From an optimization exercise on the open Yosys and OpenROAD flow, aimed at small area, a short achievable clock period and few clock cycles per item; shortcuts taken in it are not production practice. No functional check of the RTL was part of any run shown here.

==> design/flow/design.v <==
module ahb_lite_fir_filter(
    input clk,
          n_rst,
    input logic hsel,
    input logic [3:0] haddr,
    input logic hsize,
    input logic [1:0] htrans,
    input logic hwrite,
    input logic [15:0] hwdata,
    output logic [15:0] hrdata,
    output logic hresp
);
    logic nonseq_wr, a15, ro, wr_req, rd_req;
    assign nonseq_wr = hwrite & (htrans == 2'b10);
    assign a15       = (haddr == 4'd15);
    assign ro        = (haddr[3:2] == 2'b00);
    assign hresp     = hsel & (a15 | (nonseq_wr & ro));
    assign wr_req    = hsel & nonseq_wr & ~ro & ~a15;
    assign rd_req    = hsel & ~nonseq_wr & ~a15;
    logic        wr_pend;
    logic [2:0]  wr_pair;
    logic [15:0] smp, c0, c1, c2, c3;       
    logic [7:0]  r14, r15;                  
    logic [15:0] f0, f1, f2, f3;            
    logic [15:0] h1, h2;                    
    logic        samp_pend;                 
    logic [1:0]  seq;                       
    logic        s2_v;                      
    logic [1:0]  s2_k;                      
    logic        shf;                       
    logic [15:0] pl;                        
    logic [16:0] acc_a;                     
    logic [17:0] acc_b;                     
    logic [16:0] res;                       
    logic        err;
    logic wr_smp, wr_c0, wr_c1, wr_c2, wr_c3, wr_r14;
    assign wr_smp = wr_pend & (wr_pair == 3'd2);
    assign wr_c0  = wr_pend & (wr_pair == 3'd3);
    assign wr_c1  = wr_pend & (wr_pair == 3'd4);
    assign wr_c2  = wr_pend & (wr_pair == 3'd5);
    assign wr_c3  = wr_pend & (wr_pair == 3'd6);
    assign wr_r14 = wr_pend & (wr_pair == 3'd7);
    logic s1_free, s1_hw, s1_sm, do_load;
    assign s1_free = (seq == 2'd0);
    assign s1_hw   = s1_free & wr_smp;                  
    assign s1_sm   = s1_free & ~wr_smp & samp_pend;     
    assign do_load = s1_free & ~wr_smp & ~samp_pend & r14[0];
    logic [7:0]  a1;
    logic [15:0] b1;
    always_comb begin
        case (seq)
            2'd0:    begin a1 = s1_hw ? hwdata[7:0] : smp[7:0]; b1 = f0; end
            2'd1:    begin a1 = h2[7:0];                        b1 = f3; end
            2'd2:    begin a1 = h1[7:0];                        b1 = f2; end
            default: begin a1 = smp[7:0];                       b1 = f1; end
        endcase
    end
    logic [23:0] p1;
    assign p1 = a1 * b1;
    logic [7:0]  a2;
    logic [15:0] b2;
    always_comb begin
        case (s2_k)
            2'd0:    begin a2 = smp[15:8];                  b2 = f0; end
            2'd1:    begin a2 = h2[15:8];                   b2 = f3; end
            2'd2:    begin a2 = h1[15:8];                   b2 = f2; end
            default: begin a2 = shf ? h1[15:8] : smp[15:8]; b2 = f1; end
        endcase
    end
    logic [23:0] p2;
    logic [15:0] t;
    assign p2 = a2 * b2 + {8'd0, pl};     
    assign t  = p2[22:7];                 
    logic [17:0] u1_b, u1, u2;
    logic        u1_sub;
    assign u1_b   = (s2_k == 2'd1) ? 18'd0 : acc_b;
    assign u1_sub = ~s2_k[0];
    assign u1     = u1_sub ? (u1_b - {2'b00, t}) : (u1_b + {2'b00, t});
    assign u2     = {2'b00, t} - ((s2_k == 2'd2) ? 18'd0 : {acc_a[16], acc_a});
    logic err_new, s2_t0;
    assign err_new = (~u2[17] & u2[16] & (|u2[15:0])) | (~u1[17] & u1[16]);
    assign s2_t0   = s2_v & (s2_k == 2'd0);
    logic busy, err_bit;
    assign busy    = wr_pend | samp_pend | r14[0];
    assign err_bit = s2_t0 ? err_new : err;
    logic [15:0] mag, pdata, rdata;
    assign mag = res[16] ? (~res[15:0] + 16'd1) : res[15:0];
    always_comb begin
        case (haddr[3:1])
            3'd0:    pdata = {7'd0, err_bit, 7'd0, busy};
            3'd1:    pdata = mag;
            3'd2:    pdata = smp;
            3'd3:    pdata = c0;
            3'd4:    pdata = c1;
            3'd5:    pdata = c2;
            3'd6:    pdata = c3;
            default: pdata = {r15, r14};
        endcase
        if (hsize)
            rdata = pdata;
        else
            rdata = {8'd0, haddr[0] ? pdata[15:8] : pdata[7:0]};
    end
    always_ff @(posedge clk, negedge n_rst) begin
        if (!n_rst) begin
            hrdata    <= 16'd0;
            wr_pend   <= 1'b0;
            wr_pair   <= 3'd0;
            smp       <= 16'd0;
            c0        <= 16'd0;
            c1        <= 16'd0;
            c2        <= 16'd0;
            c3        <= 16'd0;
            r14       <= 8'd0;
            r15       <= 8'd0;
            f0        <= 16'd0;
            f1        <= 16'd0;
            f2        <= 16'd0;
            f3        <= 16'd0;
            h1        <= 16'd0;
            h2        <= 16'd0;
            samp_pend <= 1'b0;
            seq       <= 2'd0;
            s2_v      <= 1'b0;
            s2_k      <= 2'd0;
            shf       <= 1'b0;
            pl        <= 16'd0;
            acc_a     <= 17'd0;
            acc_b     <= 18'd0;
            res       <= 17'd0;
            err       <= 1'b0;
        end else begin
            hrdata  <= rd_req ? rdata : 16'd0;
            wr_pend <= wr_req;
            wr_pair <= haddr[3:1];
            if (wr_smp) begin
                smp <= hwdata;
                h1  <= smp;
                h2  <= h1;
            end
            if (wr_c0) c0 <= hwdata;
            if (wr_c1) c1 <= hwdata;
            if (wr_c2) c2 <= hwdata;
            if (wr_c3) c3 <= hwdata;
            if (wr_r14) begin
                r14 <= hwdata[7:0];
                r15 <= hwdata[15:8];
            end else if (do_load) begin
                r14 <= 8'd0;
            end
            if (do_load) begin
                f0 <= c0;
                f1 <= c1;
                f2 <= c2;
                f3 <= c3;
            end
            if (wr_smp & ~s1_hw)
                samp_pend <= 1'b1;
            else if (s1_sm)
                samp_pend <= 1'b0;
            seq  <= (s1_hw | s1_sm | do_load) ? 2'd1 : (seq + {1'b0, ~s1_free});
            s2_v <= s1_hw | s1_sm | ~s1_free;
            s2_k <= seq;
            shf  <= (seq == 2'd3) & wr_smp;
            pl   <= p1[23:8];
            if (s2_t0) begin
                res <= u1[16:0];
                err <= err_new;
            end else if (do_load) begin
                err <= 1'b0;
            end
            if (s2_v & (s2_k != 2'd0)) acc_b <= u1;
            if (s2_v & s2_k[1]) acc_a <= u2[16:0];
        end
    end
endmodule
==> design/flow/run.sh <==
#!/bin/bash
# synth_recipe.tcl (not shown) runs the flow's synth.tcl, then flattens the netlist and writes it again
# the make line also repeats each setting of config.mk as NAME=value (left out here)
make -C /OpenROAD-flow-scripts/flow DESIGN_CONFIG=/design/flow/config.mk WORK_HOME=/design/flow/orfs CLKGATE_MAP_FILE= SYNTH_SCRIPT=/design/flow/synth_recipe.tcl finish
==> design/flow/config.mk <==
export PLATFORM = sky130hd
export DESIGN_NAME = ahb_lite_fir_filter
export DESIGN_NICKNAME = ahb_lite_fir_filter
export VERILOG_FILES = /design/flow/design.v
export SDC_FILE = /design/flow/constraint.sdc
export NUM_CORES = 4
export LEC_CHECK = 0
export CAP_MARGIN = 20
export CORE_MARGIN = 2
export CORE_UTILIZATION = 40
export SLEW_MARGIN = 20
==> design/flow/constraint.sdc <==
create_clock -name core_clock -period 12.0 [get_ports {clk}]
set_input_delay 2.4000 -clock core_clock [delete_from_list [all_inputs] [get_ports {clk}]]
set_output_delay 2.4000 -clock core_clock [all_outputs]
set_load 0.01 [all_outputs]
==> out/qor.txt, run 1 <==
Status: finished clean
Num CTS Buffers: 34
Ant. Diodes: 0
Reg-to-Reg Start: s2_k[0]$_DFF_PN0_
Synth warnings: 1
Slew @ Worst Pin: 1.085 ns
CTS sink cnt: 288
Mapped Cells: 2484
Global route total overflow: 0
Slowest Stage Delay on Critical Path: 0.94 ns
Library cells used by synthesis: 85
Max Clock Skew: 0.01872 ns
Min Clock Period, post-route: 10.76 ns
Async SR Flop Fraction: 100.0%
Critical Path Slowest Stage Cell: dfrtp_2
Synth Register Bits: 288
Net Count, Synth: 2812
# hold bufs at CTS: 0
Final Max Slew Viols: 0
Layout cells sized above 1: 11.77%
First-pass DRT Iterations: 5
Post-synth EDFFs: 0
Most used DFF post-synth: dfrtp_1
PostCTS Resize Cnt: 0
Clock Pin Slew Worst Setup and Hold Paths: 0.06 ns
Detailed Route Iter0 Violations: 1394
Routed via count: 18160
Buffers on Ports: 43
Setup violations, final: 0
Cell mode on critical path: fa_1
Layout net count: 2813
RR Endpoint: hrdata[0]$_DFF_PN0_
Initial Util: 40.62%
Most common cell in the synthesized netlist: nand2_1
Final period util: 89.63%
Hold WC Path Type: reg2reg
Total of max-cap violations: 0
Largest net degree at the start of global routing: 189
Gpl congestion: 0.8812
DRC: 0
Synth top area share: 30.58%
Die W: 246.7 microns
Ports: 44
Top Registers: acc_b: 18 flops, acc_a: 17 flops, res: 17 flops
Area of the mapped netlist: 23570 sq um
Critical path class: reg2reg
Initial antenna violation count: 0
Hold Path Sink: acc_b[12]$_DFFE_PN0P_
Core Box Area: 58030 sq um
Root buffer cell: clkbuf_16
Area grow syn2layout: 10.30%
Hold Violations, Final: 0
First-pass GRT wire length: 105.6 mm
Reg with most FFs: acc_b
Reg-to-reg setup timing slack: 1.24 ns
Post-CTS setup buffer count: 0
Die Footprint: 60880 sq um
Synth top cells by count: nand2_1 (430), dfrtp_1 (288), inv_1 (248)
Longest Clk Path Bufs: 3
Setup_tns: 0 ns
GRT Total Usage: 22.12%
Setup crit end kind: register
Antenna Violating Nets Remaining: 0
CTS tree: done
Area leader, netlist: dfrtp_1
Std cell rows: 88
Final wirelength: 65.64 mm
Drt wl/cell: 20.07 microns
RSZ-0062 raised after global routing: false
Syn_area_per_cell: 9.488 sq um
Critical Path Fanout Max: 34
Startpoint types: register
Sequential share of the synthesized area: 30.58%
Fmax: 92.98 MHz
FF-to-FF path depth: 31
Vias per Instance: 5.552
Vias in the first global route: 18860
Slew HR: 27.52%
Synth top area cells: dfrtp_1 (31%), fa_1 (16%), mux2_2 (7.9%)
Die span in y: 246.7 microns
Required @ worst endpoint: 12.47 ns
H-tree Lvls: 2
Critical path arrival: 11.22 ns
Max FFs per register: 18
Hold WS: 0.4724 ns
Clk latency of the worst-skew pair: 0.55 ns
HP Start: acc_b[12]$_DFFE_PN0P_
Worst hold stages: 2
DP Wirelength: 48.66 mm
==> worst max path at each step <==
stage,startpoint,endpoint,slack [ns],depth (start not counted)
after floorplan,s2_k[0]$_DFF_PN0_,hrdata[0]$_DFF_PN0_,2.40,34
after global placement,s2_k[0]$_DFF_PN0_,hrdata[0]$_DFF_PN0_,1.73,31
after detailed placement,s2_k[0]$_DFF_PN0_,hrdata[0]$_DFF_PN0_,1.41,31
after CTS,s2_k[0]$_DFF_PN0_,hrdata[0]$_DFF_PN0_,1.40,31
after global routing,s2_k[0]$_DFF_PN0_,hrdata[0]$_DFF_PN0_,0.52,31
final,s2_k[0]$_DFF_PN0_,hrdata[0]$_DFF_PN0_,1.24,31
==> cells in the final DEF (no fill, tap or decap), drive strengths merged, types with 27 or more instances in the layout <==
master,instances
a211oi,29
a21oi,62
a31oi,27
and2,72
buf,34
clkbuf,43
clkdlybuf4s50,40
dfrtp,288
fa,183
ha,118
inv,253
mux2,166
mux2i,30
nand2,430
nand2b,29
nor2,123
nor2b,57
nor3,29
o21ai,109
xnor2,41
xor2,43
==> layer usage <==
layer / GRT usage [%] / routed length, microns / vias to the layer above
li1: - / - / 8397
met1: 30.36 / 29650 / 9181
met2: 36.60 / 31190 / 497
met3: 2.865 / 3178 / 85
met4: 6.396 / 1622 / 0
met5: 0 / 0 / -
==> metrics by stage <==
stage	util (%)	setup WS (ns)	instance area [sq um]	instances
floorplan	-	2.404	23570	2484
global placement	42.75	1.726	24810	3212
detailed placement	42.75	1.414	24810	3212
CTS	44.70	1.400	25930	3269
global route	44.80	0.5188	26000	3271
finish	44.80	1.245	26000	3271
==> worst max-delay path: cells and delay by family, from the launching register on <==
family                     cells  cell delay, ns
buffers and inverters          3            0.15
adders and majority gates      6            2.72
xor gates and xnor gates       1            0.19
DFF                            1            0.94
and+or+nand+nor                7            1.98
AOI/OAI and AO/OA             14            4.65
==> cell type report <==
| class | count | area (sq um) |
|---|---|---|
| inverters | 250 | 938.4 |
| clock buffers | 43 | 924.6 |
| multi-input cells | 1837 | 15050 |
| repair buffers | 74 | 710.7 |
| well taps | 765 | 957.2 |
| clock inverters | 14 | 203.9 |
| fillers | 5573 | 32030 |
| flip-flops and latches | 288 | 7208 |
==> kinds of logic after synthesis <==
family                   count (synthesis)  share of synthesized area [%]
AND/OR/NAND/NOR                        843                          16.49
AO/OA/AOI/OAI                          396                          11.44
buffers and inverters                  359                          5.781
adder cells (fa/ha/maj)                302                          21.85
flip-flops                             288                          30.58
multiplexers                           210                          10.54
XOR/XNOR                                86                          3.318
==> run 2, diff against run 1 <==
--- a/design/flow/config.mk
+++ b/design/flow/config.mk
@@ -5,7 +5,9 @@
 export SDC_FILE = /design/flow/constraint.sdc
 export NUM_CORES = 4
 export LEC_CHECK = 0
+export ABC_CLOCK_PERIOD_IN_PS = 6000
 export CAP_MARGIN = 20
 export CORE_MARGIN = 2
 export CORE_UTILIZATION = 40
+export SETUP_SLACK_MARGIN = 5
 export SLEW_MARGIN = 20
==> out/qor.txt, run 2 <==
Critical path arrival: 9.18 ns (-2.04 ns)
CTS tree: done
Setup_tns: 0 ns (unchanged)
DP Wirelength: 48.28 mm (-0.77%)
Most frequent cells in the layout: nand2_1 (425), dfrtp_1 (286), inv_1 (244)
Setup crit end kind: register
Max Clock Skew: 0.04519 ns (+0.02647 ns)
First-pass DRT Iterations: 6 (+1)
Most common cell after layout, fill and taps aside: nand2_1
Final period util: 72.30% (-17 points)
Mapped Cells: 2484 (unchanged)
Slew @ Worst Pin: 1.082 ns (-0.002229 ns)
Global route total overflow: 0 (unchanged)
Synth top area cells: dfrtp_1 (31%), fa_1 (16%), mux2_2 (7.9%)
Vias in the first global route: 19360 (+2.6%)
Largest net degree at the start of global routing: 123 (-35%)
Critical Path Slowest Stage Cell: mux4_2
Layout cells sized above 1: 25.17% (+13 points)
DRC: 0 (unchanged)
Buffers on Ports: 43 (unchanged)
Layout net count: 2970 (+5.6%)
DP Area: 25100 sq um (+1.2%)
Synth top cells by count: nand2_1 (430), dfrtp_1 (288), inv_1 (248)
Min Clock Period, post-route: 8.676 ns (-2.079 ns)
Area grow syn2layout: 23.49%
Slew HR: 27.67% (+0.15 points)
Die span in y: 246.7 microns (unchanged)
Net Count, Synth: 2812 (unchanged)
Most common cell in the synthesized netlist: nand2_1
Async SR Flop Fraction: 100.0% (unchanged)
Gpl congestion: 0.8862 (+0.57%)
Synth Register Bits: 288 (unchanged)
Fillers: 5201 (-6.7%)
Ports: 44 (unchanged)
Critical path class: reg2reg
RSZ-0062 raised after global routing: true
# hold bufs at CTS: 0 (unchanged)
Max FFs per register: 18 (unchanged)
CTS sink cnt: 288 (unchanged)
Drt wl/cell: 20.16 microns (+0.46%)
Setup violations, final: 0 (unchanged)
Most used DFF post-synth: dfrtp_1
Grt met2 use: 36.83% (+0.23 points)
Syn_area_per_cell: 9.488 sq um (unchanged)
Top Registers: acc_b: 18 flops, acc_a: 17 flops, res: 17 flops
Total of max-cap violations: 0 (unchanged)
Startpoint types: register
Hold WC Path Type: reg2reg
Library cells used by synthesis: 85 (unchanged)
FF-to-FF path depth: 33 (+6.5%)
Initial Util: 40.62% (unchanged)
Synth top area share: 30.58% (unchanged)
Routing usage on met1: 31.17% (+0.81 points)
Hold WS: 0.4703 ns (-0.002119 ns)
Antenna Violating Nets Remaining: 0 (unchanged)
Worst setup endpoint: hrdata[0]$_DFF_PN0_
DP Cell Count: 3209 (-0.093%)
First-pass GRT wire length: 108.1 mm (+2.4%)
Area of the mapped netlist: 23570 sq um (unchanged)
Die Footprint: 60880 sq um (unchanged)
Slowest Stage Delay on Critical Path: 0.67 ns (-0.27 ns)
Worst setup startpoint: s2_k[0]$_DFF_PN0_
GRT Total Usage: 22.55% (+0.44 points)
Critical Path Fanout Max: 7 (-79%)
RR Endpoint: hrdata[0]$_DFF_PN0_
Clk latency of the worst-skew pair: 0.63 ns (+0.08 ns)
Post-route cell area: 29110 sq um (+12%)
Post-synth EDFFs: 0 (unchanged)
H-tree Lvls: 1 (-1)
Core Box Area: 58030 sq um (unchanged)
Hold Violations, Final: 0 (unchanged)
Reg-to-reg setup timing slack: 3.32 ns (+2.08 ns)
Fin cells: 3432 (+4.9%)
Routed via count: 18960 (+4.4%)
GRT busiest layer: met2
Reg with most FFs: acc_b
Root buffer cell: clkbuf_16
Met3 Resource Use GR: 2.192% (-0.67 points)
Vias per Instance: 5.524 (-0.50%)
Cell mode on critical path: fa_1
Longest Clk Path Bufs: 3 (unchanged)
Initial antenna violation count: 0 (unchanged)
Std cell rows: 88 (unchanged)
Area leader, netlist: dfrtp_1
Required @ worst endpoint: 12.51 ns (+0.04 ns)
Detailed Route Iter0 Violations: 1339 (-3.9%)
Reg-to-Reg Start: s2_k[0]$_DFF_PN0_
Clock Pin Slew Worst Setup and Hold Paths: 0.07 ns (about the same)
Die W: 246.7 microns (unchanged)
Final Max Slew Viols: 0 (unchanged)
Fmax: 115.3 MHz (+24%)
Synth warnings: 1 (unchanged)
Sequential share of the synthesized area: 30.58% (unchanged)
Num CTS Buffers: 30 (-12%)
Status: finished clean
Final wirelength: 69.18 mm (+5.4%)
HP Start: r15[3]$_DFFE_PN0P_
## run 2: logic make-up after synthesis
family	Yosys count	share of synthesized area (%)
AOI/OAI and AO/OA	396	11.44
xor gates and xnor gates	86	3.318
adders and majority gates	302	21.85
buffers and inverters	359	5.781
DFF	288	30.58
muxes	210	10.54
and+or+nand+nor	843	16.49
## run 2: stage by stage
stage	utilization (%)	worst slack [ns]
after floorplan	-	3.916
after global placement	43.21	2.119
after detailed placement	43.25	2.254
after CTS	47.60	3.476
after global routing	50.16	3.063
final	50.16	3.324
## run 2: worst min-delay path by stage
| stage | to | cells after the start |
|---|---|---|
| after floorplan | s2_k[1]$_DFF_PN0_ | 0 |
| after global placement | s2_k[1]$_DFF_PN0_ | 0 |
| after detailed placement | s2_k[1]$_DFF_PN0_ | 0 |
| after CTS | r15[3]$_DFFE_PN0P_ | 2 |
| after global routing | s2_k[1]$_DFF_PN0_ | 0 |
| final | r15[3]$_DFFE_PN0P_ | 2 |
## run 2: layer usage
| layer | wire (microns) | part of all wire [%] |
|---|---|---|
| met3 | 3015 | 4.4 |
| met5 | 0 | 0 |
| met2 | 32490 | 47 |
| met1 | 30900 | 45 |
| met4 | 2775 | 4.0 |
## run 2: timing repair
| action | 4_1_cts | 5_1_grt |
|---|---|---|
| pin swaps | 51 | 75 |
| endpoints found under the hold margin | 0 | 0 |
| buffers inserted | 83 | 77 |
| cloned | 3 | 2 |
| endpoints found under the setup margin | 65 | 52 |
| resized for setup | 137 | 195 |
## run 2: final cells by class
cell class              count  area [sq um]  area share (%)
diodes                      1         2.502        0.008598
clock buffers              44         883.3           3.035
clock inverters            12         201.4          0.6921
inverters                 250         947.2           3.254
multi-input cells        1837         16690           57.33
flip-flops and latches    288          7214           24.79
well taps                 765         957.2           3.289
repair buffers            235          2212           7.600
## run 2: critical path, delay by kind of cell (launching register included)
kind	cells	cell delay, ns
multiplexers	1	0.67
adder cells (fa/ha/maj)	6	2.64
XOR/XNOR	1	0.18
flip-flops	1	0.47
AO/OA/AOI/OAI	10	2.00
buffers and inverters	7	0.92
AND/OR/NAND/NOR	8	1.69

==> afterwards: timing with drivers on the ports <==
How much do the figures lean on ideal ports? The routed layouts below were timed once more, with nothing changed but the port constraints.
Step 1 sets driving cells, clkbuf_16 on the clock port and buf_2 on the other inputs (assumed; they add their load-dependent delay and slew).
Step 2 moves the port delays by t, midway between the first and last clock arrival at a register: inputs arrive t later, outputs are due t later. That takes back most of the time a late clock gives input paths.
Three values: ideal, step 1, step 2; two values: the first two.
run	shift t [ns]	slack for setup (ns)	worst register clock-pin slew, ns	worst slew at a driven data input, ns
run 1	0.601	1.245 / 1.245 / 1.245	0.06 / 0.06	0.05
run 2	0.666	3.324 / 3.324 / 3.324	0.07 / 0.07	0.05
After both steps setup and hold are still met in every run listed.
